Source: an optimization exercise on an open RTL-to-GDS flow (aim: small area). Production flows keep margins and buffers that such runs may drop.
Only simulation tests tie the RTL to the original design; equivalence was not proved.

===== flow/config.mk =====
export PLATFORM = sky130hd
export DESIGN_NAME = Sine_wave
export DESIGN_NICKNAME = Sine_wave
export VERILOG_FILES = /design/flow/design.v
export SDC_FILE = /design/flow/constraint.sdc
export NUM_CORES = 4
export LEC_CHECK = 0
export CAP_MARGIN = 20
export CORE_MARGIN = 2
export CORE_UTILIZATION = 65
export SLEW_MARGIN = 20

===== flow/constraint.sdc =====
create_clock -name core_clock -period 5.0 [get_ports {clk}]
set_input_delay 1.0000 -clock core_clock [delete_from_list [all_inputs] [get_ports {clk}]]
set_output_delay 1.0000 -clock core_clock [all_outputs]
set_load 0.01 [all_outputs]

===== flow/design.v =====
module rotator_rca #(parameter W = 13) (
    input  [W-1:0] a,
    input  [W-1:0] b,
    input          ci,
    output [W-1:0] s
);
wire [W:0] c;
assign c[0] = ci;
genvar i;
generate
    for (i = 0; i < W; i = i + 1) begin : bit_
        assign s[i]   = ~(~a[i] ^ b[i] ^ c[i]);
        assign c[i+1] = ~((~a[i] & ~b[i]) | (~c[i] & (~a[i] | ~b[i])));
    end
endgenerate
endmodule
module rotator_incdec #(parameter W = 13) (
    input  [W-1:0] a,
    input          inc,
    input          dec,
    output [W-1:0] s
);
wire [W:0] pi, pd;
assign pi[0] = inc;
assign pd[0] = dec;
genvar i;
generate
    for (i = 0; i < W; i = i + 1) begin : bit_
        assign s[i]    = a[i] ^ (pi[i] | pd[i]);
        assign pi[i+1] = pi[i] & a[i];
        assign pd[i+1] = pd[i] & ~a[i];
    end
endgenerate
endmodule
module rotator #(parameter SH = 1) (
    input  [12:0] x_i,
    input  [12:0] y_i,
    input         d,
    output [12:0] x_o,
    output [12:0] y_o
);
wire [12:0] sx = {{SH{x_i[12]}}, x_i[12:SH]};
wire [12:0] sy = {{SH{y_i[12]}}, y_i[12:SH]};
rotator_rca #(13) ax (.a(x_i), .b(sy ^ {13{d}}),  .ci(d),  .s(x_o));
rotator_rca #(13) ay (.a(y_i), .b(sx ^ {13{~d}}), .ci(~d), .s(y_o));
endmodule
module rotator_tail (
    input  [12:0] x_i,
    input  [12:0] y_i,
    input  [3:0]  d,       
    input         nc,
    input         ns,
    output [4:0]  kc,
    output [4:0]  ks
);
wire xa1 = &x_i[11:2], xa0 = ~|x_i[11:2];
wire ya1 = &y_i[11:2], ya0 = ~|y_i[11:2];
function sgn;
    input       s, a1, a0;
    input [3:0] w;
begin
    sgn = s ^ (~w[3] & w[2] & a1) ^ (w[3] & a0);
end
endfunction
function [3:0] step;
    input [3:0] w;
    input       s, up;
begin
    step = s ? (up ? w + 4'd1 : w - 4'd1) : w;
end
endfunction
wire [3:0] wx0 = {2'b00, x_i[1:0]}, wy0 = {2'b00, y_i[1:0]};
wire [3:0] wx1 = step(wx0, y_i[12],  d[3]);
wire [3:0] wy1 = step(wy0, x_i[12], ~d[3]);
wire sx1 = sgn(x_i[12], xa1, xa0, wx1), sy1 = sgn(y_i[12], ya1, ya0, wy1);
wire [3:0] wx2 = step(wx1, sy1,  d[2]);
wire [3:0] wy2 = step(wy1, sx1, ~d[2]);
wire sx2 = sgn(x_i[12], xa1, xa0, wx2), sy2 = sgn(y_i[12], ya1, ya0, wy2);
wire [3:0] wx3 = step(wx2, sy2,  d[1]);
wire [3:0] wy3 = step(wy2, sx2, ~d[1]);
wire sx3 = sgn(x_i[12], xa1, xa0, wx3), sy3 = sgn(y_i[12], ya1, ya0, wy3);
wire [3:0] wx4 = step(wx3, sy3,  d[0]);
wire [3:0] wy4 = step(wy3, sx3, ~d[0]);
assign kc = nc ? 5'd4 - {wx4[3], wx4} : {wx4[3], wx4};
assign ks = ns ? 5'd4 - {wy4[3], wy4} : {wy4[3], wy4};
endmodule
module cordic (
    input         clk,
    input         rst,
    input  [12:0] x_i,
    input  [1:0]  quarter_in,
    input  [15:0] theta_i,
    output [12:0] sin_o,
    output [12:0] cos_o
);
wire        big = theta_i > 16'd57121;
wire [15:0] ang = big ? 16'd57121 : theta_i;
wire [15:0] z1_sub;
rotator_rca #(16) az0 (.a(ang), .b(16'd39812), .ci(1'b0), .s(z1_sub));  
wire        nz  = |theta_i;
wire        n1v = nz | (x_i == 13'h1000);
wire        d1v = ~nz | (theta_i >= 16'd25724);    
wire [12:0] sa0 = {x_i[12], x_i[12:1]};
wire        mx0 = n1v & d1v;
wire [3:0]  x2lo_n = {1'b0, x_i[2:0]} + {1'b0, sa0[2:0] ^ {3{mx0}}}
                     + {3'd0, mx0 | (~n1v & x_i[0])};
wire [3:0]  y2lo_n = {1'b0, x_i[2:0] ^ {3{~n1v}}} + {1'b0, sa0[2:0] ^ {3{~d1v}}}
                     + {3'd0, ~d1v | ~n1v};
reg  [9:0]  ah1;      
reg  [3:0]  x2lo1, y2lo1;    
reg         n1;
reg  [15:0] z1;
reg  [1:0]  q1;
reg         f1;
always @(posedge clk) begin
    ah1   <= x_i[12:3];
    x2lo1 <= x2lo_n;
    y2lo1 <= y2lo_n;
    n1    <= n1v;
    z1    <= nz ? z1_sub : 16'd25722;
    q1    <= quarter_in;
    f1    <= rst;
end
wire        d1 = ~z1[15];
wire [9:0]  sah = {ah1[9], ah1[9:1]};    
wire        mx = n1 & d1;
wire [12:0] x2_n, y2_n;
assign x2_n[2:0] = x2lo1[2:0];
assign y2_n[2:0] = y2lo1[2:0];
rotator_rca #(10) ax1 (.a(ah1), .b(sah ^ {10{mx}}), .ci(x2lo1[3]), .s(x2_n[12:3]));
rotator_rca #(10) ay1 (.a(ah1 ^ {10{~n1}}), .b(sah ^ {10{~d1}}), .ci(y2lo1[3]), .s(y2_n[12:3]));
wire [14:0] z2_n;
rotator_rca #(15) az1 (.a(z1[14:0]), .b(d1 ? -15'sd15204 : 15'sd15204), .ci(1'b0), .s(z2_n));
reg [12:0] x2, y2;
reg [14:0] z2;
reg [1:0]  q2;
reg        f2;
always @(posedge clk) begin
    x2 <= x2_n; y2 <= y2_n; z2 <= z2_n; q2 <= q1; f2 <= rst | f1;
end
wire        d2 = ~z2[14];
wire [12:0] x3_n, y3_n;
rotator #(2) r2 (.x_i(x2), .y_i(y2), .d(d2), .x_o(x3_n), .y_o(y3_n));
wire [13:0] z3_n;
rotator_rca #(14) az2 (.a(z2[13:0]), .b(d2 ? -14'sd8028 : 14'sd8028), .ci(1'b0), .s(z3_n));
reg [12:0] x3, y3;
reg [13:0] z3;
reg [1:0]  q3;
reg        f3;
always @(posedge clk) begin
    x3 <= x3_n; y3 <= y3_n; z3 <= z3_n; q3 <= q2; f3 <= rst | f2;
end
wire        d3 = ~z3[13];
wire [12:0] x4_n, y4_n;
rotator #(3) r3 (.x_i(x3), .y_i(y3), .d(d3), .x_o(x4_n), .y_o(y4_n));
wire [12:0] z4_n;
rotator_rca #(13) az3 (.a(z3[12:0]), .b(d3 ? -13'sd4076 : 13'sd4076), .ci(1'b0), .s(z4_n));
reg [12:0] x4, y4;
reg [12:0] z4;
reg [1:0]  q4;
reg        f4;
always @(posedge clk) begin
    x4 <= x4_n; y4 <= y4_n; z4 <= z4_n; q4 <= q3; f4 <= rst | f3;
end
wire        d4 = ~z4[12];
wire [12:0] x5_n, y5_n;
rotator #(4) r4 (.x_i(x4), .y_i(y4), .d(d4), .x_o(x5_n), .y_o(y5_n));
wire [11:0] z5_n;
rotator_rca #(12) az4 (.a(z4[11:0]), .b(d4 ? -12'sd2045 : 12'sd2045), .ci(1'b0), .s(z5_n));
reg [12:0] x5, y5;
reg [11:0] z5;
reg [1:0]  q5;
reg        f5;
always @(posedge clk) begin
    x5 <= x5_n; y5 <= y5_n; z5 <= z5_n; q5 <= q4; f5 <= rst | f4;
end
wire        d5 = ~z5[11];
wire [12:0] x6_n, y6_n;
rotator #(5) r5 (.x_i(x5), .y_i(y5), .d(d5), .x_o(x6_n), .y_o(y6_n));
wire [10:0] z6_n;
rotator_rca #(11) az5 (.a(z5[10:0]), .b(d5 ? -11'sd1022 : 11'sd1022), .ci(1'b0), .s(z6_n));
reg [12:0] x6, y6;
reg [10:0] z6;
reg [1:0]  q6;
reg        f6;
always @(posedge clk) begin
    x6 <= x6_n; y6 <= y6_n; z6 <= z6_n; q6 <= q5; f6 <= rst | f5;
end
wire        d6 = ~z6[10];
wire [12:0] x7_n, y7_n;
rotator #(6) r6 (.x_i(x6), .y_i(y6), .d(d6), .x_o(x7_n), .y_o(y7_n));
wire [9:0] z7_n;
rotator_rca #(10) az6 (.a(z6[9:0]), .b(d6 ? -10'sd511 : 10'sd511), .ci(1'b0), .s(z7_n));
reg [12:0] x7, y7;
reg [9:0]  z7;
reg [1:0]  q7;
reg        f7;
always @(posedge clk) begin
    x7 <= x7_n; y7 <= y7_n; z7 <= z7_n; q7 <= q6; f7 <= rst | f6;
end
wire        d7 = ~z7[9];
wire [12:0] x8_n, y8_n;
rotator #(7) r7 (.x_i(x7), .y_i(y7), .d(d7), .x_o(x8_n), .y_o(y8_n));
reg [12:0] x8, y8;
reg [8:0]  z8;
reg [1:0]  q8;
reg        f8;
always @(posedge clk) begin
    x8 <= x8_n; y8 <= y8_n; z8 <= {~z7[8], z7[7:0]}; q8 <= q7; f8 <= rst | f7;
end
wire        d8 = ~z8[8];
wire [12:0] x9_n, y9_n;
rotator #(8) r8 (.x_i(x8), .y_i(y8), .d(d8), .x_o(x9_n), .y_o(y9_n));
reg [12:0] x9, y9;
reg [7:0]  z9;
reg [1:0]  q9;
reg        f9;
always @(posedge clk) begin
    x9 <= x9_n; y9 <= y9_n; z9 <= {~z8[7], z8[6:0]}; q9 <= q8; f9 <= rst | f8;
end
wire        d9 = ~z9[7];
wire [12:0] x10_n, y10_n;
rotator #(9) r9 (.x_i(x9), .y_i(y9), .d(d9), .x_o(x10_n), .y_o(y10_n));
wire [6:0]  u9 = {~z9[6], z9[5:0]};
wire [6:0]  v9;
rotator_incdec #(7) az9 (.a(u9), .inc(~d9 & (u9 != 7'h3f)), .dec(d9 & (u9 != 7'h40)), .s(v9));
reg [12:0] x10, y10;
reg [5:0]  dd10;      
reg [1:0]  q10;
reg        f10;
always @(posedge clk) begin
    x10 <= x10_n; y10 <= y10_n; dd10 <= {~v9[6], v9[5:1]}; q10 <= q9; f10 <= rst | f9;
end
wire [12:0] x11_n, y11_n;
rotator #(10) r10 (.x_i(x10), .y_i(y10), .d(dd10[5]), .x_o(x11_n), .y_o(y11_n));
reg [12:0] x11, y11;
reg [4:0]  dd11;
reg [1:0]  q11;
reg        f11;
always @(posedge clk) begin
    x11 <= x11_n; y11 <= y11_n; dd11 <= dd10[4:0]; q11 <= q10; f11 <= rst | f10;
end
wire [12:0] x12_n, y12_n;
rotator #(11) r11 (.x_i(x11), .y_i(y11), .d(dd11[4]), .x_o(x12_n), .y_o(y12_n));
reg [12:0] x12, y12;
reg [3:0]  dd12;
reg [1:0]  q12;
reg        f12;
always @(posedge clk) begin
    x12 <= x12_n; y12 <= y12_n; dd12 <= dd11[3:0]; q12 <= q11; f12 <= rst | f11;
end
wire        ns = q12[1];             
wire        nc = q12[1] ^ q12[0];    
wire [4:0]  kc_n, ks_n;
rotator_tail tail (
    .x_i(x12), .y_i(y12), .d(dd12), .nc(nc), .ns(ns), .kc(kc_n), .ks(ks_n)
);
reg [12:0] xs13, ys13;
reg [4:0]  kc13, ks13;
reg        f13;
always @(posedge clk) begin
    xs13 <= {x12[12:2] ^ {11{nc}}, 2'b00}; ys13 <= {y12[12:2] ^ {11{ns}}, 2'b00};
    kc13 <= kc_n; ks13 <= ks_n; f13 <= rst | f12;
end
wire [12:0] c_n, s_n;
assign c_n[1:0] = kc13[1:0];
assign s_n[1:0] = ks13[1:0];
rotator_rca #(11) ac (.a(xs13[12:2]), .b({{8{kc13[4]}}, kc13[4:2]}), .ci(1'b0), .s(c_n[12:2]));
rotator_rca #(11) as (.a(ys13[12:2]), .b({{8{ks13[4]}}, ks13[4:2]}), .ci(1'b0), .s(s_n[12:2]));
reg [12:0] cos14, sin14;
reg        f14;
always @(posedge clk) begin
    cos14 <= {~c_n[12], c_n[11:0]}; sin14 <= {~s_n[12], s_n[11:0]}; f14 <= rst | f13;
end
reg [12:0] cos15, sin15;
reg        f15;
always @(posedge clk) begin
    cos15 <= cos14; sin15 <= sin14; f15 <= rst | f14;
end
wire        clr = rst | f15;
reg [12:0] sin_r, cos_r;
always @(posedge clk) begin
    sin_r <= clr ? 13'h1000 : sin15;
    cos_r <= clr ? 13'h1000 : cos15;
end
assign sin_o = sin_r;
assign cos_o = cos_r;
endmodule
module Sine_wave
    #(
        parameter DATA_WIDTH    = 12,
        parameter ANGLE_WIDTH   = 16
    )(
    input                       clk,
    input                       reset,
    input                       ce,
    input  [DATA_WIDTH:0]       ampl,
    input  [ANGLE_WIDTH-1:0]    step,
    output [DATA_WIDTH:0]    sin_wave,
    output [DATA_WIDTH:0]    cos_wave
);
reg [15:0] angle;
reg [1:0]  state;
wire        up  = ~state[0];    
wire [16:0] sum = {1'b0, angle} + {~up, step ^ {16{~up}}} + {16'd0, ~up};
wire        up_ok = (step > 16'd51315) | (sum < 17'd51315);
wire        dn_ok = ~sum[16] & (|sum[15:0]);
wire        ok    = up ? up_ok : dn_ok;
always @(posedge clk) begin
    if (ce) begin
        if (reset) begin
            state <= 2'd0;
            angle <= 16'd0;
        end else if (ok) begin
            angle <= sum[15:0];
        end else begin
            state <= state + 2'd1;
        end
    end
end
cordic cordic (
    .clk        (clk),
    .rst        (reset),
    .x_i        (ampl),
    .quarter_in (state),
    .theta_i    (angle),
    .sin_o      (sin_wave),
    .cos_o      (cos_wave)
);
endmodule

===== flow/run.sh =====
#!/bin/bash
# synth_recipe.tcl (not shown) runs the flow's synth.tcl, then flattens the netlist and writes it again
# the make line also repeats each setting of config.mk as NAME=value (left out here)
make -C /OpenROAD-flow-scripts/flow DESIGN_CONFIG=/design/flow/config.mk WORK_HOME=/design/flow/orfs CLKGATE_MAP_FILE= SYNTH_SCRIPT=/design/flow/synth_recipe.tcl finish

==> results of run 1 <==
==> Yosys cell counts, drive strengths merged (2+ instances only) <==
| library cell | instances | area [um^2] |
|---|---|---|
| o21bai | 4 | 30.0 |
| edfxtp | 18 | 541 |
| or2 | 28 | 178 |
| a211oi | 2 | 15.0 |
| o221ai | 2 | 17.5 |
| a21o | 10 | 75.1 |
| o21a | 6 | 52.6 |
| and3 | 5 | 31.3 |
| nor2 | 52 | 195 |
| or4 | 4 | 33.8 |
| or3 | 7 | 43.8 |
| o211ai | 6 | 50.1 |
| nand4 | 8 | 50.1 |
| a21boi | 2 | 15.0 |
| buf | 8 | 31.3 |
| nand4b | 2 | 17.5 |
| nand3 | 17 | 85.1 |
| a31oi | 5 | 31.3 |
| fa | 323 | 6470 |
| o2111ai | 6 | 52.6 |
| o311ai | 4 | 42.6 |
| clkbuf | 32 | 120 |
| o22ai | 2 | 12.5 |
| xnor2 | 153 | 1370 |
| ha | 50 | 626 |
| inv | 128 | 480 |
| xor2 | 154 | 1350 |
| nor2b | 13 | 81.3 |
| and2 | 27 | 169 |
| nor4 | 18 | 128 |
| o31a | 2 | 17.5 |
| a41oi | 2 | 17.5 |
| nand2b | 7 | 43.8 |
| nor3 | 12 | 60.1 |
| a21oi | 33 | 165 |
| mux2 | 18 | 203 |
| mux2i | 10 | 100 |
| o21ai | 25 | 125 |
| o2bb2ai | 2 | 17.5 |
| nand3b | 4 | 30.0 |
| dfxtp | 577 | 11600 |
| nand2 | 45 | 169 |
==> cell usage in the layout, fill, tap and decap left out, types with 9 or more instances in the layout <==
cell type | Yosys | routed
nand2_1 | 45 | 44
nor3_1 | 12 | 11
clkbuf_1 | 32 | 9
edfxtp_1 | 18 | 18
ha_1 | 50 | 45
fa_2 | 0 | 167
nor4_1 | 17 | 14
clkdlybuf4s50_1 | 0 | 57
nor2b_1 | 13 | 13
mux2i_1 | 10 | 10
nand3_1 | 17 | 17
inv_1 | 128 | 125
dfxtp_2 | 0 | 16
clkbuf_16 | 0 | 58
clkinv_2 | 0 | 9
and2_1 | 27 | 27
o21ai_0 | 25 | 20
mux2_2 | 18 | 17
fa_1 | 323 | 156
dfxtp_1 | 577 | 550
dfxtp_4 | 0 | 11
a21o_1 | 10 | 10
or2_2 | 27 | 26
clkbuf_8 | 0 | 20
xor2_1 | 154 | 148
xnor2_1 | 151 | 145
nor2_1 | 52 | 52
buf_4 | 0 | 89
a21oi_1 | 33 | 27
==> layer usage <==
layer | vias to the layer above | routed length, um
li1 | 6198 | -
met1 | 6346 | 16800
met2 | 154 | 21100
met3 | 75 | 1240
met4 | 0 | 970
met5 | - | 0
==> metrics by stage <==
step                cells  hold slack (ns)  util [%]
floorplan            1850            0.309         -
finish               2572            0.318      78.2
global route         2572            0.328      78.2
CTS                  2572            0.318      77.2
detailed placement   2469            0.312      72.0
global placement     2469            0.311      72.0
==> state kept, by name, indices dropped and copies added (netlist names), 14 cells and up <==
name and count:
angle 16, cordic.z1 16, cordic.z2 15, cordic.z3 14
==> path summary, 6_finish.rpt <==
kind	start	end	slack, ns	depth (start not counted)
worst max register to register	cordic.z7[9]	cordic.x8[12]	0.07	13
worst min-delay path	cordic.dd11[2]	cordic.dd12[2]	0.32	0
worst min register to register	cordic.dd11[2]	cordic.dd12[2]	0.32	0
worst max-delay path	cordic.z7[9]	cordic.x8[12]	0.07	13
==> cells by family after synthesis <==
logic type | share of synthesized area, %
AOI/OAI and AO/OA | 3.31
xor gates and xnor gates | 10.8
and+or+nand+nor | 5.47
DFF | 48.3
muxes | 1.21
buffers and inverters | 2.54
adders and majority gates | 28.3
==> repair_timing <==
item,in CTS,in global routing
pin swaps,3,18
cloned,0,0
setup endpoints to repair,21,35
gates resized for setup,25,100
==> area by class of cell <==
cell class / instances / share of cell area [%]
clock inverters: 16 / 0.598
repair buffers: 148 / 4.33
inverters: 129 / 1.64
clock buffers: 87 / 5.96
multi-input cells: 1086 / 44.1
well taps: 511 / 2.17
flip-flops and latches: 595 / 41.2
==> worst max-delay path: cells and delay by family, from the launching register on <==
kind / cells / cell delay (ns)
fa+ha+maj: 11 / 4.12
flops: 1 / 0.37
xor+xnor: 2 / 0.32
==> flow_summary.ini, run 1 <==
[timing]
setup_viol = 0
fin_ws_ns = 0.0655
skew_ns = 0.0106
max_freq_mhz = 203
post-route-period-util_pct = 98.7
maxSlewViolCount = 0
worst_pin_slew_ns = 0.885
tns_ns = 0
slew_headroom_pct = 40.6
finalCriticalPeriod_ns = 4.93
rsz0062_at_grt = yes
hold_violations = 0

[layout]
syn_to_final_growth_pct = 17.9
postLayoutCellArea_um2 = 29500
multi_input_area_um2 = 13000
fin_nets = 2421
post_route_cells_drive_above_1_share_pct = 23.0
seq_area_um2 = 12200
diodes = 0
nFillCells = 2273

[synth]
synth_area_um2 = 25000
synth.distinct_cells = 68
ys_async_sr_fraction_pct = 0
synth-seq-cells = 595
ys.warnings.count = 3
syn_inst = 1850
syn-num-nets = 2255
synth_ff_type = dfxtp_1
synth_area_per_cell_um2 = 13.5
ys_seq_area_share_pct = 48.3
synth_edf_count = 18

[clocking]
cts_tree = done
cts_sinks = 595
clk_pin_slew_ns = 0.06
cts-buffers-inserted = 56
root_buffer = clkbuf_16
post_cts_buffers = 0
htree_levels = 2
clock_latency_ns = 0.60
postCtsHoldBufs = 0
cts_buffer_depth = 3

[drt]
firstDrtPassIters = 4
drt_wl_total_mm = 40.1
routed_via_density = 4.97
wire_per_inst_um = 15.6
num_vias = 12773
drtIter0Drc = 446
ant_nets = 0
drc = 0

[die]
core_area_um2 = 37800
initial_core_util_pct = 66.3
die_h_um = 200
die_w_um = 200
pin_count = 58
dieArea_um2 = 40100
num_rows = 71

[setup_path]
crit_slowest_cell = fa_1
slowest_delay_ns = 0.42
cp_max_fo = 5
crit_chain = xnor2_1 > fa_2 > fa_2 > fa_2 > fa_2 > fa_2 > fa_2 > fa_1 > fa_1 > fa_1 > fa_2 > fa_1 > xor2_1
path_class = register to register
start_kind = register
worstPathArrival_ns = 5.40
end_kind = register
cpMostUsedCell = fa_2
crit_required_ns = 5.46

[grt]
antenna_found_initial = 0
use_met2_pct = 37.8
grt_usage_pct = 21.1
grt_util_met1_pct = 26.3
grt_max_degree = 25
grt_overflow_total = 0
busiest_layer = met2
grt_use_met3_pct = 3.73
grt_pass1_vias = 14130
grt_pass1_wl_mm = 68.0

[worst_hold_path]
holdCritPathClass = register to register

[place]
place.gp.congestion = 0.833
pre_cts_slack_ns = -0.202
placed_area_um2 = 27200
dp_hpwl_mm = 30.2
io_buffer_count = 57

[run]
max_cap_violations = 0

[outcome]
outcome = finished clean
==> run 2: changes to the inputs <==
--- a/flow/config.mk
+++ b/flow/config.mk
@@ -8,4 +8,7 @@
 export CAP_MARGIN = 20
 export CORE_MARGIN = 2
 export CORE_UTILIZATION = 65
+export CTS_BUF_LIST = sky130_fd_sc_hd__clkbuf_8
+export CTS_CLUSTER_DIAMETER = 50
+export CTS_CLUSTER_SIZE = 20
 export SLEW_MARGIN = 20
==> run 2 against run 1 <==
Net effect: highest routed layer unchanged; wire length is 3.8% lower; largest cell class unchanged; critical path type unchanged; non-clock buffer count is 5 higher; setup slack better by 0.049 ns.
==> flow_summary.ini, run 2 <==
[synth]
syn-num-nets = 2255
synth_area_leaders = dfxtp_1 46%, fa_1 26%, xor2_1 5.4%, xnor2_1 5.3%, ha_1 2.5%
synthTopCellsByCount = 577 x dfxtp_1, 323 x fa_1, 154 x xor2_1
synth-seq-cells = 595
synth.distinct_cells = 68
synth_top_area_cell = dfxtp_1
ys_seq_area_share_pct = 48.3
ys_async_sr_fraction_pct = 0
synth_top_area_share_pct = 46.1
yosysMostFrequentCell = dfxtp_1
ys.warnings.count = 3
syn_inst = 1850
synth_ff_type = dfxtp_1
synth_edf_count = 18
synth_area_per_cell_um2 = 13.5
synth_area_um2 = 25000

[worst_hold_path]
holdCritPathClass = register to register
worstHoldStart = cordic.dd11[2]

[timing]
skew_ns = 0.0276
post-route-period-util_pct = 97.7
tns_ns = 0
fin_ws_ns = 0.114
max_freq_mhz = 205
rsz0062_at_grt = yes
worst_pin_slew_ns = 0.884
maxSlewViolCount = 0
finalCriticalPeriod_ns = 4.89
hold_slack_ns = 0.326
setup_viol = 0
hold_violations = 0
slew_headroom_pct = 40.6

[layout]
layout_top_registers = angle (16), cordic.z1 (16), cordic.z2 (15)
nFillCells = 2396
diodes = 0
fin_nets = 2415
syn_to_final_growth_pct = 14.4
layout_common_cells = 546 x dfxtp_1, 165 x fa_2, 158 x fa_1
post_route_cells_drive_above_1_share_pct = 22.9
post-route-util_pct = 75.9
fin_cells = 2554
final_common_cell = dfxtp_1

[setup_path]
reg2reg_from = cordic.x6[6]
worstPathArrival_ns = 5.41
critPathLaunch = cordic.x6[6]
cpMostUsedCell = fa_2
end_kind = register
path_class = register to register
slowest_delay_ns = 0.39
cp_max_fo = 2
crit_chain = mux2_2 > fa_2 > fa_2 > fa_2 > fa_2 > fa_2 > fa_2 > fa_2 > fa_1 > fa_2 > fa_2 > fa_2 > xnor2_2
crit_slowest_cell = fa_1
start_kind = register
crit_required_ns = 5.53

[die]
die_w_um = 200
pin_count = 58
die_h_um = 200
core_area_um2 = 37800
dieArea_um2 = 40100
num_rows = 71
initial_core_util_pct = 66.3

[clocking]
cts-buffers-inserted = 45
clk_pin_slew_ns = 0.11
htree_levels = 2
clock_latency_ns = 0.64
root_buffer = clkbuf_8
cts_tree = done
cts_buffer_depth = 3
cts_sinks = 595

[run]
max_cap_violations = 0

[grt]
grt_usage_pct = 20.4
grt_overflow_total = 0
grt_pass1_vias = 13777
grt_pass1_wl_mm = 66.5
antenna_found_initial = 0
grt_max_degree = 25

[drt]
num_vias = 12681
firstDrtPassIters = 4
drt_wl_total_mm = 38.6
drc = 0
ant_nets = 0
wire_per_inst_um = 15.1
drtIter0Drc = 396
routed_via_density = 4.97

[place]
place_inst = 2469
pre_cts_slack_ns = -0.202
dp_hpwl_mm = 30.2
io_buffer_count = 57
place.gp.congestion = 0.833

[outcome]
outcome = finished clean
run 2: cells by family after synthesis:
logic type	share of synthesized area, %
AO/OA/AOI/OAI	3.31
buffers and inverters	2.54
flip-flops	48.3
multiplexers	1.21
XOR/XNOR	10.8
adder cells (fa/ha/maj)	28.3
AND/OR/NAND/NOR	5.47
run 2: area by class of cell:
cell class                 instances  area (um^2)  share of cell area, %
multi-input combinational       1086        13100                   45.6
clock buffer                      47          647                   2.26
tap                              511          639                   2.23
timing repair buffer             153         1330                   4.64
inverter                         129          487                   1.70
sequential                       595        12200                   42.4
clock inverter                    33          335                   1.17
run 2: critical path: cells and delay by family, from the launching register on:
kind | cells | cell delay, ns
xor+xnor | 1 | 0.15
mux | 1 | 0.35
flops | 1 | 0.35
fa+ha+maj | 11 | 3.92
run 2: final timing paths:
kind | end | slack (ns) | cells after the start
worst min register to register | cordic.dd12[2] | 0.33 | 0
worst max-delay path | cordic.y7[12] | 0.11 | 13
worst max register to register | cordic.y7[12] | 0.11 | 13
worst min-delay path | cordic.dd12[2] | 0.33 | 0
run 2: layer usage:
layer  track usage (%)  wire (um)  up-vias
li1                  -          -     6179
met1              26.2      16500     6304
met2              36.3      20100      128
met3              2.75       1090       70
met4              6.27        918        0
met5                 0          0        -
run 2: repair_timing:
item / 4_1_cts / 5_1_grt
pin swaps: 3 / 20
buffers inserted: 1 / 4
hold buffers: 0 / 0
gates resized for setup: 33 / 98
endpoints found under the setup margin: 20 / 35
run 2: metrics by stage:
step / cell area [um^2]
after floorplan: 25600
after global placement: 27200
after detailed placement: 27200
after CTS: 28200
after global routing: 28600
final: 28600
==> run 3: changes to the inputs <==
--- a/flow/design.v
+++ b/flow/design.v
@@ -111,7 +111,6 @@
 reg         n1;
 reg  [15:0] z1;
 reg  [1:0]  q1;
-reg         f1;
 always @(posedge clk) begin
     ah1   <= x_i[12:3];
     x2lo1 <= x2lo_n;
@@ -119,7 +118,6 @@
     n1    <= n1v;
     z1    <= nz ? z1_sub : 16'd25722;
     q1    <= quarter_in;
-    f1    <= rst;
 end
 wire        d1 = ~z1[15];
 wire [9:0]  sah = {ah1[9], ah1[9:1]};    
@@ -134,9 +132,8 @@
 reg [12:0] x2, y2;
 reg [14:0] z2;
 reg [1:0]  q2;
-reg        f2;
 always @(posedge clk) begin
-    x2 <= x2_n; y2 <= y2_n; z2 <= z2_n; q2 <= q1; f2 <= rst | f1;
+    x2 <= x2_n; y2 <= y2_n; z2 <= z2_n; q2 <= q1;
 end
 wire        d2 = ~z2[14];
 wire [12:0] x3_n, y3_n;
@@ -146,9 +143,8 @@
 reg [12:0] x3, y3;
 reg [13:0] z3;
 reg [1:0]  q3;
-reg        f3;
 always @(posedge clk) begin
-    x3 <= x3_n; y3 <= y3_n; z3 <= z3_n; q3 <= q2; f3 <= rst | f2;
+    x3 <= x3_n; y3 <= y3_n; z3 <= z3_n; q3 <= q2;
 end
 wire        d3 = ~z3[13];
 wire [12:0] x4_n, y4_n;
@@ -158,9 +154,8 @@
 reg [12:0] x4, y4;
 reg [12:0] z4;
 reg [1:0]  q4;
-reg        f4;
 always @(posedge clk) begin
-    x4 <= x4_n; y4 <= y4_n; z4 <= z4_n; q4 <= q3; f4 <= rst | f3;
+    x4 <= x4_n; y4 <= y4_n; z4 <= z4_n; q4 <= q3;
 end
 wire        d4 = ~z4[12];
 wire [12:0] x5_n, y5_n;
@@ -170,9 +165,8 @@
 reg [12:0] x5, y5;
 reg [11:0] z5;
 reg [1:0]  q5;
-reg        f5;
 always @(posedge clk) begin
-    x5 <= x5_n; y5 <= y5_n; z5 <= z5_n; q5 <= q4; f5 <= rst | f4;
+    x5 <= x5_n; y5 <= y5_n; z5 <= z5_n; q5 <= q4;
 end
 wire        d5 = ~z5[11];
 wire [12:0] x6_n, y6_n;
@@ -182,9 +176,8 @@
 reg [12:0] x6, y6;
 reg [10:0] z6;
 reg [1:0]  q6;
-reg        f6;
 always @(posedge clk) begin
-    x6 <= x6_n; y6 <= y6_n; z6 <= z6_n; q6 <= q5; f6 <= rst | f5;
+    x6 <= x6_n; y6 <= y6_n; z6 <= z6_n; q6 <= q5;
 end
 wire        d6 = ~z6[10];
 wire [12:0] x7_n, y7_n;
@@ -194,9 +187,8 @@
 reg [12:0] x7, y7;
 reg [9:0]  z7;
 reg [1:0]  q7;
-reg        f7;
 always @(posedge clk) begin
-    x7 <= x7_n; y7 <= y7_n; z7 <= z7_n; q7 <= q6; f7 <= rst | f6;
+    x7 <= x7_n; y7 <= y7_n; z7 <= z7_n; q7 <= q6;
 end
 wire        d7 = ~z7[9];
 wire [12:0] x8_n, y8_n;
@@ -204,9 +196,8 @@
 reg [12:0] x8, y8;
 reg [8:0]  z8;
 reg [1:0]  q8;
-reg        f8;
 always @(posedge clk) begin
-    x8 <= x8_n; y8 <= y8_n; z8 <= {~z7[8], z7[7:0]}; q8 <= q7; f8 <= rst | f7;
+    x8 <= x8_n; y8 <= y8_n; z8 <= {~z7[8], z7[7:0]}; q8 <= q7;
 end
 wire        d8 = ~z8[8];
 wire [12:0] x9_n, y9_n;
@@ -214,9 +205,8 @@
 reg [12:0] x9, y9;
 reg [7:0]  z9;
 reg [1:0]  q9;
-reg        f9;
 always @(posedge clk) begin
-    x9 <= x9_n; y9 <= y9_n; z9 <= {~z8[7], z8[6:0]}; q9 <= q8; f9 <= rst | f8;
+    x9 <= x9_n; y9 <= y9_n; z9 <= {~z8[7], z8[6:0]}; q9 <= q8;
 end
 wire        d9 = ~z9[7];
 wire [12:0] x10_n, y10_n;
@@ -227,27 +217,24 @@
 reg [12:0] x10, y10;
 reg [5:0]  dd10;      
 reg [1:0]  q10;
-reg        f10;
 always @(posedge clk) begin
-    x10 <= x10_n; y10 <= y10_n; dd10 <= {~v9[6], v9[5:1]}; q10 <= q9; f10 <= rst | f9;
+    x10 <= x10_n; y10 <= y10_n; dd10 <= {~v9[6], v9[5:1]}; q10 <= q9;
 end
 wire [12:0] x11_n, y11_n;
 rotator #(10) r10 (.x_i(x10), .y_i(y10), .d(dd10[5]), .x_o(x11_n), .y_o(y11_n));
 reg [12:0] x11, y11;
 reg [4:0]  dd11;
 reg [1:0]  q11;
-reg        f11;
 always @(posedge clk) begin
-    x11 <= x11_n; y11 <= y11_n; dd11 <= dd10[4:0]; q11 <= q10; f11 <= rst | f10;
+    x11 <= x11_n; y11 <= y11_n; dd11 <= dd10[4:0]; q11 <= q10;
 end
 wire [12:0] x12_n, y12_n;
 rotator #(11) r11 (.x_i(x11), .y_i(y11), .d(dd11[4]), .x_o(x12_n), .y_o(y12_n));
 reg [12:0] x12, y12;
 reg [3:0]  dd12;
 reg [1:0]  q12;
-reg        f12;
 always @(posedge clk) begin
-    x12 <= x12_n; y12 <= y12_n; dd12 <= dd11[3:0]; q12 <= q11; f12 <= rst | f11;
+    x12 <= x12_n; y12 <= y12_n; dd12 <= dd11[3:0]; q12 <= q11;
 end
 wire        ns = q12[1];             
 wire        nc = q12[1] ^ q12[0];    
@@ -257,10 +244,9 @@
 );
 reg [12:0] xs13, ys13;
 reg [4:0]  kc13, ks13;
-reg        f13;
 always @(posedge clk) begin
     xs13 <= {x12[12:2] ^ {11{nc}}, 2'b00}; ys13 <= {y12[12:2] ^ {11{ns}}, 2'b00};
-    kc13 <= kc_n; ks13 <= ks_n; f13 <= rst | f12;
+    kc13 <= kc_n; ks13 <= ks_n;
 end
 wire [12:0] c_n, s_n;
 assign c_n[1:0] = kc13[1:0];
@@ -268,16 +254,21 @@
 rotator_rca #(11) ac (.a(xs13[12:2]), .b({{8{kc13[4]}}, kc13[4:2]}), .ci(1'b0), .s(c_n[12:2]));
 rotator_rca #(11) as (.a(ys13[12:2]), .b({{8{ks13[4]}}, ks13[4:2]}), .ci(1'b0), .s(s_n[12:2]));
 reg [12:0] cos14, sin14;
-reg        f14;
 always @(posedge clk) begin
-    cos14 <= {~c_n[12], c_n[11:0]}; sin14 <= {~s_n[12], s_n[11:0]}; f14 <= rst | f13;
+    cos14 <= {~c_n[12], c_n[11:0]}; sin14 <= {~s_n[12], s_n[11:0]};
 end
 reg [12:0] cos15, sin15;
-reg        f15;
 always @(posedge clk) begin
-    cos15 <= cos14; sin15 <= sin14; f15 <= rst | f14;
+    cos15 <= cos14; sin15 <= sin14;
 end
-wire        clr = rst | f15;
+reg  [3:0]  since_rst;
+always @(posedge clk) begin
+    if (rst)
+        since_rst <= 4'd0;
+    else if (since_rst != 4'd15)
+        since_rst <= since_rst + 4'd1;
+end
+wire        clr = rst | (since_rst != 4'd15);
 reg [12:0] sin_r, cos_r;
 always @(posedge clk) begin
     sin_r <= clr ? 13'h1000 : sin15;
==> run 3 against run 2 <==
Net effect: die area rose by 0.14%; setup slack lost 0.0046 ns; synthesized cell count up 1.5%; global-route usage grew 0.77 points; wire length up 4.3%; fmax hardly changed; critical endpoint is now cordic.y10[12]; highest routed layer unchanged.
==> flow_summary.ini, run 3 <==
[outcome]
outcome = finished clean

[setup_path]
end_kind = register
start_kind = register
path_class = register to register
crit_chain = mux2_2 > fa_1 > fa_2 > fa_2 > fa_1 > fa_2 > fa_2 > fa_2 > fa_2 > fa_2 > fa_1 > fa_2 > xnor2_1
r2r_setup_slack_ns = 0.11
path_buf_inv = 0
crit_required_ns = 5.51
worstPathArrival_ns = 5.40
cp_top_family = adder cells
cp_max_fo = 2
slowest_delay_ns = 0.39
cpMostUsedCell = fa_2
crit_slowest_cell = fa_1

[place]
place.gp.congestion = 0.883
placed_area_um2 = 27100
dp_hpwl_mm = 31.4
io_buffer_count = 57

[layout]
final_common_cell = dfxtp_1
post-route-util_pct = 75.7
layout_top_registers = angle (16), cordic.z1 (16), cordic.z2 (15)
post_route_cells_drive_above_1_share_pct = 21.8
postLayoutCellArea_um2 = 28600
layout_common_cells = 536 x dfxtp_1, 162 x fa_2, 160 x fa_1
fin_nets = 2448
syn_to_final_growth_pct = 14.2
diodes = 0
nFillCells = 2482

[drt]
num_vias = 13107
wire_per_inst_um = 15.6
drtIter0Drc = 484
drt_wl_total_mm = 40.2
routed_via_density = 5.07
ant_nets = 0
drc = 0
firstDrtPassIters = 4

[die]
dieArea_um2 = 40200
pin_count = 58
die_h_um = 200
die_w_um = 200
num_rows = 71
core_area_um2 = 37800
initial_core_util_pct = 66.3

[grt]
antenna_found_initial = 0
grt_overflow_total = 0
grt_pass1_vias = 14236
grt_pass1_wl_mm = 68.7
grt_max_degree = 28
grt_usage_pct = 21.2

[timing]
skew_ns = 0.0349
hold_violations = 0
post-route-period-util_pct = 97.8
maxSlewViolCount = 0
finalCriticalPeriod_ns = 4.89
tns_ns = 0
setup_viol = 0
slew_headroom_pct = 42.6
hold_slack_ns = 0.300
rsz0062_at_grt = yes
max_freq_mhz = 204
worst_pin_slew_ns = 0.855

[synth]
synth_edf_count = 18
synth_area_leaders = dfxtp_1 45%, fa_1 26%, xnor2_1 5.4%, xor2_1 5.3%, ha_1 2.6%
synth-seq-cells = 584
synth_ff_type = dfxtp_1
yosysMostFrequentCell = dfxtp_1
synth_top_area_share_pct = 45.2
syn-num-nets = 2285
ys.warnings.count = 3
synth_area_per_cell_um2 = 13.4
synth_area_um2 = 25100
synthTopCellsByCount = 566 x dfxtp_1, 322 x fa_1, 155 x xnor2_1
ys_async_sr_fraction_pct = 0
synth_top_area_cell = dfxtp_1
syn_inst = 1878
ys_seq_area_share_pct = 47.4
synth.distinct_cells = 76

[clocking]
postCtsHoldBufs = 0
cts_buffer_depth = 3
cts_tree = done
htree_levels = 2
cts_sinks = 584
root_buffer = clkbuf_8
clock_latency_ns = 0.64
clk_pin_slew_ns = 0.11
cts-buffers-inserted = 44

[run]
max_cap_violations = 0

[worst_hold_path]
holdCritPathClass = register to register
run 3: cell count changes in the layout (fill, tap and decap cells not counted), sizes merged, moves of 6 or more:
cell	delta
a211oi	+7
nor4	-6
nor2	+9
nand2	+9
a211o	+6
nor3	+7
o21ai	+10
or2	-13
nand4	+6
dfxtp	-11
run 3: logic make-up after synthesis:
group	count (synthesis)	synth area share (%)
xor+xnor	310	10.9
flops	584	47.4
simple gates	268	5.70
compound gates	146	3.98
buf+inv	168	2.54
fa+ha+maj	375	28.4
mux	27	1.15
run 3: path summary, 6_finish.rpt:
kind           startpoint              to  depth (start not counted)
min reg2reg  cordic.z8[4]    cordic.z9[4]                          0
min          cordic.z8[4]    cordic.z9[4]                          0
max reg2reg  cordic.x9[9]  cordic.y10[12]                         13
max          cordic.x9[9]  cordic.y10[12]                         13
run 3: cell type report:
type	instances	area (um^2)	share of cell area (%)
inverters	128	483	1.69
flip-flops and latches	584	11900	41.7
clock inverters	28	293	1.02
multi-input cells	1126	13300	46.3
well taps	511	639	2.23
clock buffers	49	674	2.36
repair buffers	157	1350	4.70
run 3: repair_timing:
item | CTS | global route
resized for setup | 31 | 100
setup buffers | 5 | 10
setup endpoints to repair | 21 | 38
hold endpoints to repair | 0 | 0
pin swaps | 4 | 26
run 3: per-layer routing:
layer | global-route usage, % | share of wire (%) | vias to the layer above
met2 | 37.9 | 53 | 167
met4 | 5.19 | 2.0 | 0
li1 | - | - | 6317
met1 | 26.9 | 42 | 6559
met5 | 0 | 0 | -
met3 | 3.64 | 3.3 | 64
run 3: per-stage QoR:
step	cells	setup slack, ns
after floorplan	1878	-0.0774
after global placement	2491	-0.0118
after detailed placement	2491	-0.129
after CTS	2573	0.00166
after global routing	2583	-0.0866
final	2583	0.110
==> run 4: changes to the inputs <==
==> flow/flow/run.sh (new file) <==
#!/bin/bash
set -euo pipefail
{
  echo 'export CTS_ARGS = -sink_clustering_enable -repair_clock_nets -dont_use_dummy_load -buf_list sky130_fd_sc_hd__clkbuf_8 -sink_clustering_size 20 -sink_clustering_max_diameter 50'
  echo 'export BUFFER_PORTS_ARGS = -buffer_cell sky130_fd_sc_hd__buf_2'
  echo 'export RECOVER_POWER = 100'
} >> config.mk
bash standard.sh > standard_flow.log 2>&1
==> flow/standard.sh (new file) <==
#!/bin/bash
# synth_recipe.tcl (not shown) runs the flow's synth.tcl, then flattens the netlist and writes it again
# the make line also repeats each setting of config.mk as NAME=value (left out here)
make -C /OpenROAD-flow-scripts/flow DESIGN_CONFIG=/design/flow/config.mk WORK_HOME=/design/flow/orfs CLKGATE_MAP_FILE= SYNTH_SCRIPT=/design/flow/synth_recipe.tcl "${@:-finish}"
--- a/flow/config.mk
+++ b/flow/config.mk
@@ -12,3 +12,6 @@
 export CTS_CLUSTER_DIAMETER = 50
 export CTS_CLUSTER_SIZE = 20
 export SLEW_MARGIN = 20
+export CTS_ARGS = -sink_clustering_enable -repair_clock_nets -dont_use_dummy_load -buf_list sky130_fd_sc_hd__clkbuf_8 -sink_clustering_size 20 -sink_clustering_max_diameter 50
+export BUFFER_PORTS_ARGS = -buffer_cell sky130_fd_sc_hd__buf_2
+export RECOVER_POWER = 100
removed: flow/run.sh
==> run 4 against run 3 <==
Net effect: still clean on timing, DRC and antenna; via count down 1.7%; synthesized cell count unchanged; first-iteration DRC count down 4.5%; global-route usage down 0.23 points; clock skew is 0.025 ns higher; worst hold slack worse by 0.038 ns; clock-buffer cell count down 3; fmax fell by 0.17%; highest routed layer unchanged.
==> flow_summary.ini, run 4 <==
[outcome]
outcome = finished clean

[clocking]
cts-buffers-inserted = 46
clk_pin_slew_ns = 0.10
cts_tree = done
cts_buffer_depth = 3
root_buffer = clkbuf_8
postCtsHoldBufs = 0
clock_latency_ns = 0.63
htree_levels = 2
cts_sinks = 584

[worst_hold_path]
hold_path_depth = 0
holdCritPathClass = register to register
worstHoldEndpoint = cordic.q2[0]
worstHoldStart = cordic.q1[0]

[drt]
drt_wl_total_mm = 40.1
num_vias = 12879
drtIter0Drc = 462
drc = 0
wire_per_inst_um = 15.8
firstDrtPassIters = 5
ant_nets = 0
routed_via_density = 5.05

[run]
max_cap_violations = 0

[grt]
antenna_found_initial = 0
grt_max_degree = 28
grt_pass1_vias = 14166
grt_pass1_wl_mm = 67.7
grt_usage_pct = 21.0
grt_overflow_total = 0

[layout]
syn_to_final_growth_pct = 11.5
layout_top_registers = angle (16), cordic.z1 (16), cordic.z2 (15)
final_common_cell = dfxtp_1
layout_common_cells = 537 x dfxtp_1, 166 x fa_1, 156 x fa_2
fin_nets = 2446
post-route-util_pct = 73.9
post_route_cells_drive_above_1_share_pct = 22.3
diodes = 0
nFillCells = 2622
postLayoutCellArea_um2 = 28000

[setup_path]
start_kind = register
worstPathArrival_ns = 5.41
reg2reg_to = cordic.y8[12]
end_kind = register
reg2reg_depth = 13
slowest_delay_ns = 0.39
reg2reg_from = cordic.x7[7]
path_class = register to register
crit_slowest_cell = fa_1
crit_chain = mux2_2 > fa_1 > fa_2 > fa_2 > fa_2 > fa_1 > fa_2 > fa_2 > fa_2 > fa_1 > fa_2 > fa_1 > xnor2_1
r2r_setup_slack_ns = 0.10
crit_required_ns = 5.51
cp_max_fo = 2
cpMostUsedCell = fa_2

[place]
dp_hpwl_mm = 31.4
io_buffer_count = 57
placed_area_um2 = 26800
place.gp.congestion = 0.890
pre_cts_slack_ns = -0.109

[die]
num_rows = 71
die_h_um = 200
die_w_um = 200
core_area_um2 = 37800
dieArea_um2 = 40200
pin_count = 58
initial_core_util_pct = 66.3

[timing]
skew_ns = 0.0596
post-route-period-util_pct = 98.0
max_freq_mhz = 204
hold_violations = 0
setup_viol = 0
worst_pin_slew_ns = 0.976
slew_headroom_pct = 34.7
fin_ws_ns = 0.101
tns_ns = 0
maxSlewViolCount = 0
finalCriticalPeriod_ns = 4.90

[synth]
synth_top_area_cell = dfxtp_1
yosysMostFrequentCell = dfxtp_1
ys_async_sr_fraction_pct = 0
syn_inst = 1878
ys_seq_area_share_pct = 47.4
synth_top_area_share_pct = 45.2
synthTopCellsByCount = 566 x dfxtp_1, 322 x fa_1, 155 x xnor2_1
synth-seq-cells = 584
syn-num-nets = 2285
synth_area_leaders = dfxtp_1 45%, fa_1 26%, xnor2_1 5.4%, xor2_1 5.3%, ha_1 2.6%
synth_ff_type = dfxtp_1
ys.warnings.count = 3
synth_area_per_cell_um2 = 13.4
synth.distinct_cells = 76
synth_area_um2 = 25100
synth_edf_count = 18
## run 4: cell types whose count changed in the layout (fill, tap and decap cells not counted), sizes merged
| cell | before | now |
|---|---|---|
| clkdlybuf4s50 | 57 | 0 |
| buf | 100 | 134 |
| clkbuf | 49 | 65 |
| inv | 144 | 128 |
| clkinv | 8 | 0 |
| bufinv | 2 | 0 |
| clkinvlp | 2 | 0 |
## run 4: worst max-delay path, delay by kind of cell, from the launching register on
| kind | cells | cell delay, ns |
|---|---|---|
| flip-flops | 1 | 0.34 |
| multiplexers | 1 | 0.34 |
| adder cells (fa/ha/maj) | 11 | 3.99 |
| XOR/XNOR | 1 | 0.13 |
## run 4: worst max-delay path by stage
stage | cells past startpoint | end | startpoint | slack (ns)
after floorplan | 15 | cordic.x5[12] | cordic.z4[12] | -0.08
after global placement | 13 | cordic.x8[12] | cordic.z7[9] | -0.01
after detailed placement | 13 | cordic.x8[12] | cordic.z7[9] | -0.11
after CTS | 13 | cordic.x12[12] | cordic.y11[11] | 0.004
after global routing | 24 | cordic.ks13[4] | cordic.x12[0] | -0.11
final | 13 | cordic.y8[12] | cordic.x7[7] | 0.10
## run 4: area by class of cell
type	instances	area, um^2	area share, %
Clock buffer	46	633	2.26
Inverter	128	485	1.74
Multi-Input combinational cell	1126	13300	47.6
Sequential cell	584	11900	42.7
Tap cell	511	639	2.29
Timing Repair Buffer	153	963	3.45
## run 4: metal layers
layer	routed length, um	share of wire, %	vias up	GRT usage [%]
li1	-	-	6261	-
met1	17000	42	6391	26.4
met2	21100	52	154	37.4
met3	1080	2.7	73	3.12
met4	990	2.5	0	6.53
met5	0	0	-	0
## run 4: repair_timing
action / CTS / global route
pin swaps: 3 / 24
endpoints found under the setup margin: 18 / 37
setup buffers: 3 / 13
resized for setup: 28 / 106
## run 4: through the flow
step	instances	hold slack, ns
floorplan	1878	0.309
global placement	2486	0.310
detailed placement	2486	0.312
CTS	2535	0.258
global route	2548	0.250
finish	2548	0.261
## run 4: logic make-up (layout without fill, tap and decap cells)
family | Yosys count | count (layout) | synth area share, %
AOI/OAI and AO/OA | 146 | 146 | 3.98
xor gates and xnor gates | 310 | 310 | 10.9
adders and majority gates | 375 | 375 | 28.4
buffers and inverters | 168 | 327 | 2.54
DFF | 584 | 584 | 47.4
muxes | 27 | 27 | 1.15
and+or+nand+nor | 268 | 268 | 5.70
==> run 5: changes to the inputs <==
==> flow/flow/run.sh (replaced) <==
#!/bin/bash
set -euo pipefail
{
  echo 'export CTS_ARGS = -sink_clustering_enable -repair_clock_nets -dont_use_dummy_load -buf_list sky130_fd_sc_hd__clkbuf_8 -sink_clustering_size 20 -sink_clustering_max_diameter 50'
  echo 'export BUFFER_PORTS_ARGS = -buffer_cell sky130_fd_sc_hd__buf_2'
} >> config.mk
bash standard.sh > standard_flow.log 2>&1
--- a/flow/config.mk
+++ b/flow/config.mk
@@ -14,4 +14,3 @@
 export SLEW_MARGIN = 20
 export CTS_ARGS = -sink_clustering_enable -repair_clock_nets -dont_use_dummy_load -buf_list sky130_fd_sc_hd__clkbuf_8 -sink_clustering_size 20 -sink_clustering_max_diameter 50
 export BUFFER_PORTS_ARGS = -buffer_cell sky130_fd_sc_hd__buf_2
-export RECOVER_POWER = 100
==> run 5 against run 4 <==
Net effect: via count down 0.33%; clock skew about the same; flip-flop and latch count unchanged; synthesized cell count unchanged; still clean on timing, DRC and antenna; fmax about the same.
==> flow_summary.ini, run 5 <==
[synth]
synth_ff_type = dfxtp_1
syn-num-nets = 2285
ys.warnings.count = 3
yosysMostFrequentCell = dfxtp_1
ys_seq_area_share_pct = 47.4
synthTopCellsByCount = 566 x dfxtp_1, 322 x fa_1, 155 x xnor2_1
synth_area_um2 = 25100
synth-seq-cells = 584
synth.distinct_cells = 76
synth_edf_count = 18
synth_top_area_share_pct = 45.2
synth_top_area_cell = dfxtp_1
syn_inst = 1878
ys_async_sr_fraction_pct = 0
synth_area_leaders = dfxtp_1 45%, fa_1 26%, xnor2_1 5.4%, xor2_1 5.3%, ha_1 2.6%
synth_area_per_cell_um2 = 13.4

[grt]
grt_pass1_vias = 14166
busiest_layer = met2
grt_use_met3_pct = 3.12
use_met2_pct = 37.4
grt_pass1_wl_mm = 67.7
grt_util_met1_pct = 26.4
grt_overflow_total = 0
grt_max_degree = 28
grt_usage_pct = 21.0
antenna_found_initial = 0

[drt]
routed_via_density = 5.04
ant_nets = 0
drtIter0Drc = 468
wire_per_inst_um = 15.7
num_vias = 12837
firstDrtPassIters = 4
drc = 0
drt_wl_total_mm = 40.1

[clocking]
cts_sinks = 584
clk_pin_slew_ns = 0.10
cts_buffer_depth = 3
postCtsHoldBufs = 0
root_buffer = clkbuf_8
cts-buffers-inserted = 46
clock_latency_ns = 0.63
cts_tree = done
htree_levels = 2

[setup_path]
end_kind = register
worstPathArrival_ns = 5.41
cp_max_fo = 2
reg2reg_depth = 13
cp-endpoint = cordic.y8[12]
path_class = register to register
r2r_setup_slack_ns = 0.10
crit_required_ns = 5.51
critPathLaunch = cordic.x7[7]
start_kind = register
reg2reg_from = cordic.x7[7]
reg2reg_to = cordic.y8[12]

[worst_hold_path]
holdCritPathClass = register to register
hold_path_depth = 0

[die]
die_w_um = 200
initial_core_util_pct = 66.3
core_area_um2 = 37800
pin_count = 58
num_rows = 71
die_h_um = 200
dieArea_um2 = 40200

[timing]
finalCriticalPeriod_ns = 4.90
skew_ns = 0.0598
hold_violations = 0
fin_ws_ns = 0.100
hold_slack_ns = 0.261
slew_headroom_pct = 34.7
post-route-period-util_pct = 98.0
worst_pin_slew_ns = 0.976
max_freq_mhz = 204
tns_ns = 0
setup_viol = 0
maxSlewViolCount = 0

[place]
place_inst = 2486
dp_hpwl_mm = 31.4
placed_area_um2 = 26800
io_buffer_count = 57
place.gp.congestion = 0.890
pre_cts_slack_ns = -0.109

[layout]
final_common_cell = dfxtp_1
postLayoutCellArea_um2 = 28000
syn_to_final_growth_pct = 11.8
fin_nets = 2446
post-route-util_pct = 74.0
post_route_cells_drive_above_1_share_pct = 23.6
diodes = 0
layout_top_registers = angle (16), cordic.z1 (16), cordic.z2 (15)
fin_cells = 2548
layout_common_cells = 533 x dfxtp_1, 163 x fa_1, 159 x fa_2

[run]
max_cap_violations = 0

[outcome]
outcome = finished clean
-- run 5: worst min path at each step --
stage	start	endpoint	slack, ns
6_report	cordic.q1[0]	cordic.q2[0]	0.26
5_1_grt	cordic.q1[0]	cordic.q2[0]	0.25
4_1_cts	cordic.q1[0]	cordic.q2[0]	0.26
3_5_place_dp	cordic.sin14[3]	cordic.sin15[3]	0.31
3_3_place_gp	cordic.z8[4]	cordic.z9[4]	0.31
2_1_floorplan	cordic.dd10[4]	cordic.dd11[4]	0.31
-- run 5: cells by family after synthesis --
logic type | Yosys count | share of synthesized area [%]
AOI/OAI and AO/OA | 146 | 3.98
muxes | 27 | 1.15
buffers and inverters | 168 | 2.54
DFF | 584 | 47.4
and+or+nand+nor | 268 | 5.70
adders and majority gates | 375 | 28.4
xor gates and xnor gates | 310 | 10.9
-- run 5: final cells by class --
class,instances,area (um^2)
sequential,584,11900
tap,511,639
timing repair buffer,153,1020
fill,2602,9830
inverter,128,485
clock buffer,46,633
multi-input combinational,1126,13300
-- run 5: critical path: stages, from the launching register on --
cell     delay (ns)
dfxtp_2        0.34
mux2_2         0.34
fa_1           0.38
fa_2           0.35
fa_2           0.35
fa_2           0.35
fa_1           0.39
fa_2           0.35
fa_2           0.35
fa_2           0.35
fa_1           0.39
fa_2           0.35
fa_1           0.38
xnor2_1        0.13
-- run 5: layer usage --
metal	vias to the layer above	part of all wire, %
li1	6260	-
met1	6363	42
met2	147	53
met3	67	2.9
met4	0	2.4
met5	-	0
-- run 5: timing repair --
action                     CTS  global route
gates resized for setup     28           106
setup endpoints to repair   18            37
buffers inserted             3            13
pin swaps                    3            24
==> run 6: changes to the inputs <==
==> flow/config.mk (replaced) <==
export PLATFORM = sky130hd
export DESIGN_NAME = Sine_wave
export DESIGN_NICKNAME = Sine_wave
export VERILOG_FILES = /design/flow/design.v
export SDC_FILE = /design/flow/constraint.sdc
export NUM_CORES = 4
export LEC_CHECK = 0
export CAP_MARGIN = 20
export CORE_MARGIN = 2
export CORE_UTILIZATION = 80
export PLACE_DENSITY = 0.8
export SLEW_MARGIN = 20
export CTS_ARGS = -sink_clustering_enable -repair_clock_nets -dont_use_dummy_load -buf_list sky130_fd_sc_hd__clkbuf_8 -sink_clustering_size 20 -sink_clustering_max_diameter 50
export BUFFER_PORTS_ARGS = -buffer_cell sky130_fd_sc_hd__buf_2
==> run 6 against run 5 <==
Net effect: now fails the layout checks on setup timing; critical path depth increased by 9; die area shrank 18%; worst hold slack better by 0.019 ns; sequential share of layout area down 0.052 points; critical endpoint is now cordic.ks13[3].
==> flow_summary.ini, run 6 <==
[worst_hold_path]
worstHoldStart = cordic.dd10[2]
hold_path_depth = 0
holdCritPathClass = register to register

[synth]
synth_top_area_cell = dfxtp_1
synth.area.mux_share_pct = 1.15
ys_async_sr_fraction_pct = 0
synth_top_area_share_pct = 45.2
syn_inst = 1878
synth-seq-cells = 584
synth_area_per_cell_um2 = 13.4
synth_ff_type = dfxtp_1
synth-compound-area-share_pct = 3.98
yosysMostFrequentCell = dfxtp_1
ys.warnings.count = 3
syn-num-nets = 2285
synth_top_family_by_area = adder cells
synth_edf_count = 18
synth_fa_ha_area_share_pct = 28.4
synthXorXnorAreaFrac_pct = 10.9
synth_area_um2 = 25100
synthSimpleGateAreaFrac_pct = 5.70
ys_seq_area_share_pct = 47.4
synth.distinct_cells = 76
synth_area_leaders = dfxtp_1 45%, fa_1 26%, xnor2_1 5.4%, xor2_1 5.3%, ha_1 2.6%
synthTopCellsByCount = 566 x dfxtp_1, 322 x fa_1, 155 x xnor2_1

[timing]
fin_ws_ns = -0.123
finalCriticalPeriod_ns = 5.12
skew_ns = 0.0672
slew_headroom_pct = 32.7
max_freq_mhz = 195
hold_violations = 0
worst_pin_slew_ns = 1.00
post-route-period-util_pct = 102
rsz0062_at_grt = yes
setup_viol = 5
maxSlewViolCount = 0

[grt]
antenna_found_initial = 1
grt_max_degree = 28
grt_pass1_vias = 15939
grt_usage_pct = 33.2
grt_overflow_total = 0
grt_pass1_wl_mm = 83.8

[drt]
ant_nets = 0
drtIter0Drc = 1301
num_vias = 14575
wire_per_inst_um = 24.5
drc = 0
firstDrtPassIters = 5
drt_wl_total_mm = 59.6
routed_via_density = 6.01

[clocking]
postCtsHoldBufs = 0
clk_pin_slew_ns = 0.11
root_buffer = clkbuf_8
htree_levels = 2
cts_buffer_depth = 3
clock_latency_ns = 0.62
cts_tree = done
cts-buffers-inserted = 44
cts_sinks = 584

[die]
die_h_um = 181
die_w_um = 181
pin_count = 58
dieArea_um2 = 32800
num_rows = 64
core_area_um2 = 30700
initial_core_util_pct = 81.5

[layout]
fin_nets = 2439
final_common_cell = dfxtp_1
post-route-util_pct = 91.2
layout_top_registers = angle (16), cordic.z1 (16), cordic.z2 (15)
post_route_cells_drive_above_1_share_pct = 26.1
diodes = 0
layout_common_cells = 536 x dfxtp_1, 204 x fa_2, 145 x xnor2_1
syn_to_final_growth_pct = 11.9

[place]
dp_hpwl_mm = 35.4
pre_cts_slack_ns = -0.270
place.gp.congestion = 0.854
io_buffer_count = 57

[outcome]
check.faults = setup timing
outcome = finished with violations

[setup_path]
reg2reg_from = cordic.x12[0]
critPathLaunch = cordic.x12[0]
end_kind = register
crit_required_ns = 5.44
start_kind = register
path_class = register to register
worstPathArrival_ns = 5.57
cp_max_fo = 3
reg2reg_depth = 22

[run]
max_cap_violations = 0
run 6: cell counts after synthesis:
No cell type changed its count.
run 6: repair_timing:
item	CTS	global route
endpoints found under the setup margin	30	41
gates resized for setup	78	122
pin swaps	8	39
setup buffers	5	12
run 6: per-stage QoR:
step           std cells  hold slack (ns)  area [um^2]  TNS, ns
4_1_cts             2414            0.250        27500        0
5_1_grt             2426            0.274        28100    -1.69
3_3_place_gp        2365            0.310        26600  -0.0901
2_1_floorplan       1878            0.309        25600  -0.0774
3_5_place_dp        2365            0.312        26600    -2.77
6_report            2426            0.280        28100   -0.311
run 6: layout make-up:
type,count,area (um^2)
Fill cell,1041,2690
Timing Repair Buffer,148,1020
Inverter,128,480
Sequential cell,584,11900
Tap cell,396,495
Multi-Input combinational cell,1126,13500
Clock buffer,44,606
run 6: worst max-delay path, cell delays in order (launching register included):
cell and delay [ns]:
dfxtp_1 0.36, inv_1 0.09, ha_1 0.33, xnor2_1 0.16, mux2i_2 0.26, inv_1 0.12, ha_4 0.29, buf_4 0.10
inv_1 0.04, o21ai_2 0.15, o2bb2ai_2 0.08, a211o_1 0.35, nor4_4 0.32, nor3_2 0.09, buf_4 0.17, nor2_1 0.24
nor2_1 0.12, a21oi_2 0.21, buf_4 0.18, fa_1 0.48, o311ai_0 0.51, a21boi_1 0.16, xor2_1 0.18
run 6: cell families (layout without fill, tap and decap cells):
group / Yosys count / after routing
AOI/OAI and AO/OA: 146 / 146
xor gates and xnor gates: 310 / 310
adders and majority gates: 375 / 375
buffers and inverters: 168 / 320
DFF: 584 / 584
muxes: 27 / 27
and+or+nand+nor: 268 / 268
run 6: routing by layer:
layer	global-route usage (%)	routed length, um	share of wire, %	vias to the layer above
met3	4.78	3380	5.7	285
met4	13.6	3690	6.2	2
met2	63.1	32300	54	716
li1	-	-	-	6258
met1	37.3	20100	34	7314
met5	0	12	0.020	-
run 6: final timing paths:
check                         to  slack (ns)
setup / recovery  cordic.ks13[3]       -0.12
hold / removal    cordic.dd11[2]        0.28
setup reg to reg  cordic.ks13[3]       -0.12
hold reg to reg   cordic.dd11[2]        0.28

[what the ideal ports hide]
In the flow no input, the clock included, has a driving cell. The finished layouts below were timed again as built, in two steps. Step 1 sets driving cells, clkbuf_16 on the clock port and buf_2 on the other inputs (assumed; they add their load-dependent delay and slew). Step 2 times the ports against the registers' clock, not the clock port: input delays grow and output delays shrink by t, the midpoint of the rising clock arrivals with the driver on. Three values: ideal ports, drivers, drivers and shift; two values: the first two.
run	shift t [ns]	setup slack, ns	latest minus earliest clock arrival (ns)	worst register clock-pin slew, ns
run 1	0.649	0.065 / 0.065 / -0.196	0.015 / 0.015	0.07 / 0.07
run 2	0.678	0.114 / 0.114 / -0.188	0.034 / 0.034	0.11 / 0.11
run 3	0.675	0.110 / 0.110 / 0.018	0.040 / 0.041	0.12 / 0.12
run 4	0.659	0.101 / 0.101 / 0.098	0.080 / 0.080	0.11 / 0.11
run 5	0.661	0.100 / 0.100 / 0.100	0.081 / 0.081	0.11 / 0.11
run 6	0.629	-0.123 / -0.123 / -0.123	0.083 / 0.083	0.12 / 0.12
With both steps, setup timing fails in run 1 and run 2, where it was met with ideal ports. For run 2, which loses most, drivers alone change the setup slack by 0.000 ns; drivers and shift together by -0.302 ns.
